What follows belongs to an exercise in optimizing a design on an open flow for small area, a short achievable clock period and few clock cycles per item; a production flow would make more cautious choices. Function was checked by simulation only, so behaviour that the tests miss may differ from the original. Power and IR drop assume default switching activity.

Design tnn_conv, start of the top module:
module tnn_conv(
    input               clk,
    input               rst_n,
    input               in_valid,
    output              in_ready,
    input  [1599:0]     feature_in,      
    input  [99:0]       weight_in,       
    input  [31:0]       scaler_in,
    input  [31:0]       bias_in,
    output              out_valid,
    output [31:0]       feature_out
    );
localparam LATENCY = 7;
reg [LATENCY - 1 : 0] valid_pipe;
always@(posedge clk or negedge rst_n)
    if(!rst_n)
        valid_pipe <= 0;
    else
        valid_pipe <= {valid_pipe[LATENCY - 2 : 0], in_valid};
assign in_ready  = 1'b1;
assign out_valid = valid_pipe[LATENCY - 1];
CLP CLP0(
        .clk(clk),
        .feature_in(feature_in),
        .weight_in(weight_in),
        .weight_scaler(scaler_in),
        .bias_in(bias_in),
        .feature_out(feature_out)
    );
endmodule
Settings: LEC_CHECK=0, ABC_CLOCK_PERIOD_IN_PS=3300, CAP_MARGIN=20, CORE_AREA=4 4 506 506, CTS_CLUSTER_DIAMETER=70, CTS_CLUSTER_SIZE=20, DIE_AREA=0 0 510 510, SLEW_MARGIN=20, SYNTH_HIERARCHICAL=1, SYNTH_MINIMUM_KEEP_SIZE=0; clock period 8.5 ns.
standard.sh (not shown) runs the stock make flow with config.mk's settings and CLKGATE_MAP_FILE= SYNTH_SCRIPT=/design/flow/synth_recipe.tcl, a recipe that flattens the netlist after the stock synthesis.
==> flow/flow/run.sh <==
#!/bin/bash
# The standard layout (standard synthesis included), with these changes:
#  - port buffers made from the smallest buffer cell (buf_1) instead of the
#    delay-buffer cell buffer_ports picks by default;
#  - more antenna-repair iterations after global and detailed routing.
set -euo pipefail
export BUFFER_PORTS_ARGS="-buffer_cell sky130_fd_sc_hd__buf_1"
export SETUP_SLACK_MARGIN=5.2
export MAX_REPAIR_ANTENNAS_ITER_GRT=10
export MAX_REPAIR_ANTENNAS_ITER_DRT=15
bash standard.sh > standard_flow.log 2>&1
Testbench counts at the start, summed over its fixed seeds: cycles 6,624, items 6,400.
Change:
==> flow/flow/run.sh (replaced) <==
#!/bin/bash
set -euo pipefail
export BUFFER_PORTS_ARGS="-buffer_cell sky130_fd_sc_hd__buf_1"
export SETUP_SLACK_MARGIN=5.3
bash standard.sh > standard_flow.log 2>&1
Result: The changed run finished but fails on antenna rules; core utilization is higher by 0.58 points; worst setup slack gets better by 0.12 ns; total power is higher slightly; design area is higher slightly; die area is unchanged; routed wire length is higher by a few percent; worst hold slack gets worse by 0.0057 ns; area after synthesis is unchanged; via count is higher by a few percent; clock power is higher by a few percent; clock skew is lower by 0.0082 ns.
Change:
==> flow/flow/run.sh (replaced) <==
#!/bin/bash
# The standard layout (standard synthesis included), with these changes:
#  - port buffers made from the smallest buffer cell (buf_1) instead of the
#    delay-buffer cell buffer_ports picks by default;
#  - more antenna-repair iterations after global and detailed routing.
set -euo pipefail
export BUFFER_PORTS_ARGS="-buffer_cell sky130_fd_sc_hd__buf_1"
export SETUP_SLACK_MARGIN=5.3
export MAX_REPAIR_ANTENNAS_ITER_GRT=10
export MAX_REPAIR_ANTENNAS_ITER_DRT=15
bash standard.sh > standard_flow.log 2>&1
After rerunning: With this change the flow completed with no timing, DRC or antenna violations; power is about the same; global-route usage is unchanged; worst hold slack hardly moves; routed wire length stays flat; via count stays flat; final area hardly moves; non-clock buffer count is unchanged.
Change:
CTS_CLUSTER_DIAMETER = 80   (was 70)
CTS_CLUSTER_SIZE = 25   (was 20)
Die area stays the same.
Worst setup slack gets worse by 0.032 ns.
Count of clock-buffer cells in the layout came out lower by 22.
Sequential share of layout area stays flat.
Global-route usage stays flat.
Hold slack stays flat.
Power came out lower slightly.
Area after synthesis is unchanged.

---

## run A
Another version of the RTL of tnn_conv (not shown whole).
For scale: ~7000 cells after synthesis, about 1000 flip-flops, ~1800 I/O pins, about 93000 um2 of cells after synthesis.
## tnn_conv
module tnn_conv(
    input               clk,
    input               rst_n,
    input               in_valid,
    output              in_ready,
    input  [1599:0]     feature_in,      
    input  [99:0]       weight_in,       
    input  [31:0]       scaler_in,
    input  [31:0]       bias_in,
    output              out_valid,
    output [31:0]       feature_out
    );
localparam LATENCY = 6;
reg [LATENCY - 1 : 0] valid_pipe;
always@(posedge clk or negedge rst_n)
    if(!rst_n)
        valid_pipe <= 0;
    else
        valid_pipe <= {valid_pipe[LATENCY - 2 : 0], in_valid};
assign in_ready  = 1'b1;
assign out_valid = valid_pipe[LATENCY - 1];
CLP CLP0(
        .clk(clk),
        .feature_in(feature_in),
        .weight_in(weight_in),
        .weight_scaler(scaler_in),
        .bias_in(bias_in),
        .feature_out(feature_out)
    );
endmodule
==> flow/config.mk <==
export PLATFORM = sky130hd
export DESIGN_NAME = tnn_conv
export DESIGN_NICKNAME = tnn_conv
export VERILOG_FILES = /design/flow/design.v
export SDC_FILE = /design/flow/constraint.sdc
export NUM_CORES = 4
export LEC_CHECK = 0
export ABC_CLOCK_PERIOD_IN_PS = 3300
export CAP_MARGIN = 20
export CORE_AREA = 4 4 506 506
export DIE_AREA = 0 0 510 510
export SETUP_SLACK_MARGIN = 5
export SLEW_MARGIN = 20
export SYNTH_HIERARCHICAL = 1
export SYNTH_MINIMUM_KEEP_SIZE = 0
==> flow/constraint.sdc <==
create_clock -name core_clock -period 8.5 [get_ports {clk}]
set_input_delay 1.7000 -clock core_clock [delete_from_list [all_inputs] [get_ports {clk}]]
set_output_delay 1.7000 -clock core_clock [all_outputs]
set_load 0.01 [all_outputs]
==> flow/flow/run.sh <==
#!/bin/bash
# The standard layout, with the port buffers made from the smallest buffer
# cell (buf_1) instead of the delay-buffer cell buffer_ports picks by default.
# Synthesis is the standard one (standard.sh synth runs as part of finish).
set -euo pipefail
export BUFFER_PORTS_ARGS="-buffer_cell sky130_fd_sc_hd__buf_1"
bash standard.sh > standard_flow.log 2>&1
Run A reached the final stage; the timing, design-rule and antenna checks on its layout passed.
Testbench counts of run A, summed over its fixed seeds: cycles 6,592, items 6,400.
diff inputs: run A => run B
- setting CORE_UTILIZATION to 40 for the first time
- removing DIE_AREA (formerly 0 0 510 510)
- removing CORE_AREA (formerly 4 4 506 506)
- setting CORE_MARGIN to 2 for the first time
==> flow/run.sh (new file) <==
#!/bin/bash
# synth_recipe.tcl (not shown) runs the flow's synth.tcl, then flattens the netlist and writes it again
# the make line also repeats each setting of config.mk as NAME=value (left out here)
make -C /OpenROAD-flow-scripts/flow DESIGN_CONFIG=/design/flow/config.mk WORK_HOME=/design/flow/orfs CLKGATE_MAP_FILE= SYNTH_SCRIPT=/design/flow/synth_recipe.tcl finish
removed: flow/flow/run.sh
removed: flow/standard.sh
Findings:
- Summary across run B and run A: the single failing run is run B.
- As far as area fraction in and, or, nand and nor cells after synthesis goes, run A and run B are indistinguishable; the numbers are identical.
- Number of flops mapped to enable cells by yosys came out exactly the same in run B and run A.
- From run B to run A, share of synthesized registers carrying an async set or reset did not move at all.
- For synthesized area, run B and run A come out practically identical.
- Between run A and run B, the synthesized cell count figures differ only marginally.
- Summary of the comparison: cell row count is lower in run B, relative to run A.
- Compared with run A, run B shows a chip height that is 23 um lower.
- Looking only at width of the die, and setting everything else aside, the lower value of run B and run A goes to run B.
- Diff run A..run B | mean instance size in the synthesized netlist | unchanged
Inputs modified between run B and run C:
- DIE_AREA: unset -> 0 0 510 510
- CORE_AREA: unset -> 4 4 506 506
- CORE_UTILIZATION: 40 -> unset
- CORE_MARGIN: 2 -> unset
Notes after the runs:
Re number of distinct library cells after synthesis: no difference whatsoever between run B and run C.
Going from run B to run C, the vertical die dimension was found to have gone up by 23 um.
Between run C and run B, the multiplexer share of the synthesized area figures differ only marginally.
The remaining runs in run C and run B completed every stage, whereas run B halted early.
The following lists how run D was set up differently from run C:
- a deleted CORE_AREA that had been 4 4 506 506
- a deleted DIE_AREA that had been 0 0 510 510
- an added CORE_UTILIZATION of 40
- an added CORE_MARGIN of 2
==> flow/flow/run.sh (new file) <==
#!/bin/bash
# The standard layout, with the port buffers made from the smallest buffer
# cell (buf_1) instead of the delay-buffer cell buffer_ports picks by default.
# Synthesis is the standard one (standard.sh synth runs as part of finish).
set -euo pipefail
export BUFFER_PORTS_ARGS="-buffer_cell sky130_fd_sc_hd__buf_1"
bash standard.sh > standard_flow.log 2>&1
==> flow/standard.sh (new file) <==
#!/bin/bash
# synth_recipe.tcl (not shown) runs the flow's synth.tcl, then flattens the netlist and writes it again
# the make line also repeats each setting of config.mk as NAME=value (left out here)
make -C /OpenROAD-flow-scripts/flow DESIGN_CONFIG=/design/flow/config.mk WORK_HOME=/design/flow/orfs CLKGATE_MAP_FILE= SYNTH_SCRIPT=/design/flow/synth_recipe.tcl "${@:-finish}"
removed: flow/run.sh
- Run D | ERROR | I/O pin placement
- Comparing run D and run C, effective utilization at floorplan is higher on run D.
- Share of synthesized cell area in and, or, nand and nor gates: run C vs run D identical
- Run D: chip width 4.4% below run C
- Lower number of standard-cell rows in the floorplan was reported by run D, not run C.
- Run C -> run D: share of flip-flops with an asynchronous set or reset after synthesis delta 0, exact match
- Between run D and run C, the number of different library cells in the post-synthesis netlist does not differ in any meaningful way.
- Summary of run D over run C: mux cell area share after synthesis saw little to no change, area fraction in compound gates after synthesis saw little to no change.
- Diff run C -> run D: synthesized-area fraction occupied by xor and xnor cells about even, floorplan die height fell about 4.4%.

static timing again, ports no longer ideal:
The results above use ideal ports. As a check the final layouts listed here were re-extracted and re-timed, cells and wires unchanged. Step 1 sets driving cells, clkbuf_16 on the clock port and buf_2 on the other inputs (assumed; they add their load-dependent delay and slew). Step 2 adds t to the input delays and takes it off the output delays; t is the mean of the earliest and latest rising clock arrival at the registers after step 1. Input paths then give back, and output paths get back, about the clock's delay inside the block. Three values: ideal ports, drivers, drivers and shift; two values: the first two.
run | shift t [ns] | setup slack, ns | cell pins on the clock port's net
the first run of note 1 | 0.921 | 5.035 / 4.998 / 4.076 | 1
the second run of note 1 | 0.940 | 5.152 / 5.090 / 4.150 | 1
the third run of note 1 | 0.940 | 5.152 / 5.090 / 4.150 | 1
the fourth run of note 1 | 0.929 | 5.120 / 5.062 / 4.133 | 1
run A | 0.945 | 4.698 / 4.788 / 3.843 | 1
run C | 0.926 | 4.731 / 4.562 / 3.636 | 1
For run C, which loses most, drivers alone change the setup slack by -0.169 ns; drivers and shift together by -1.095 ns.
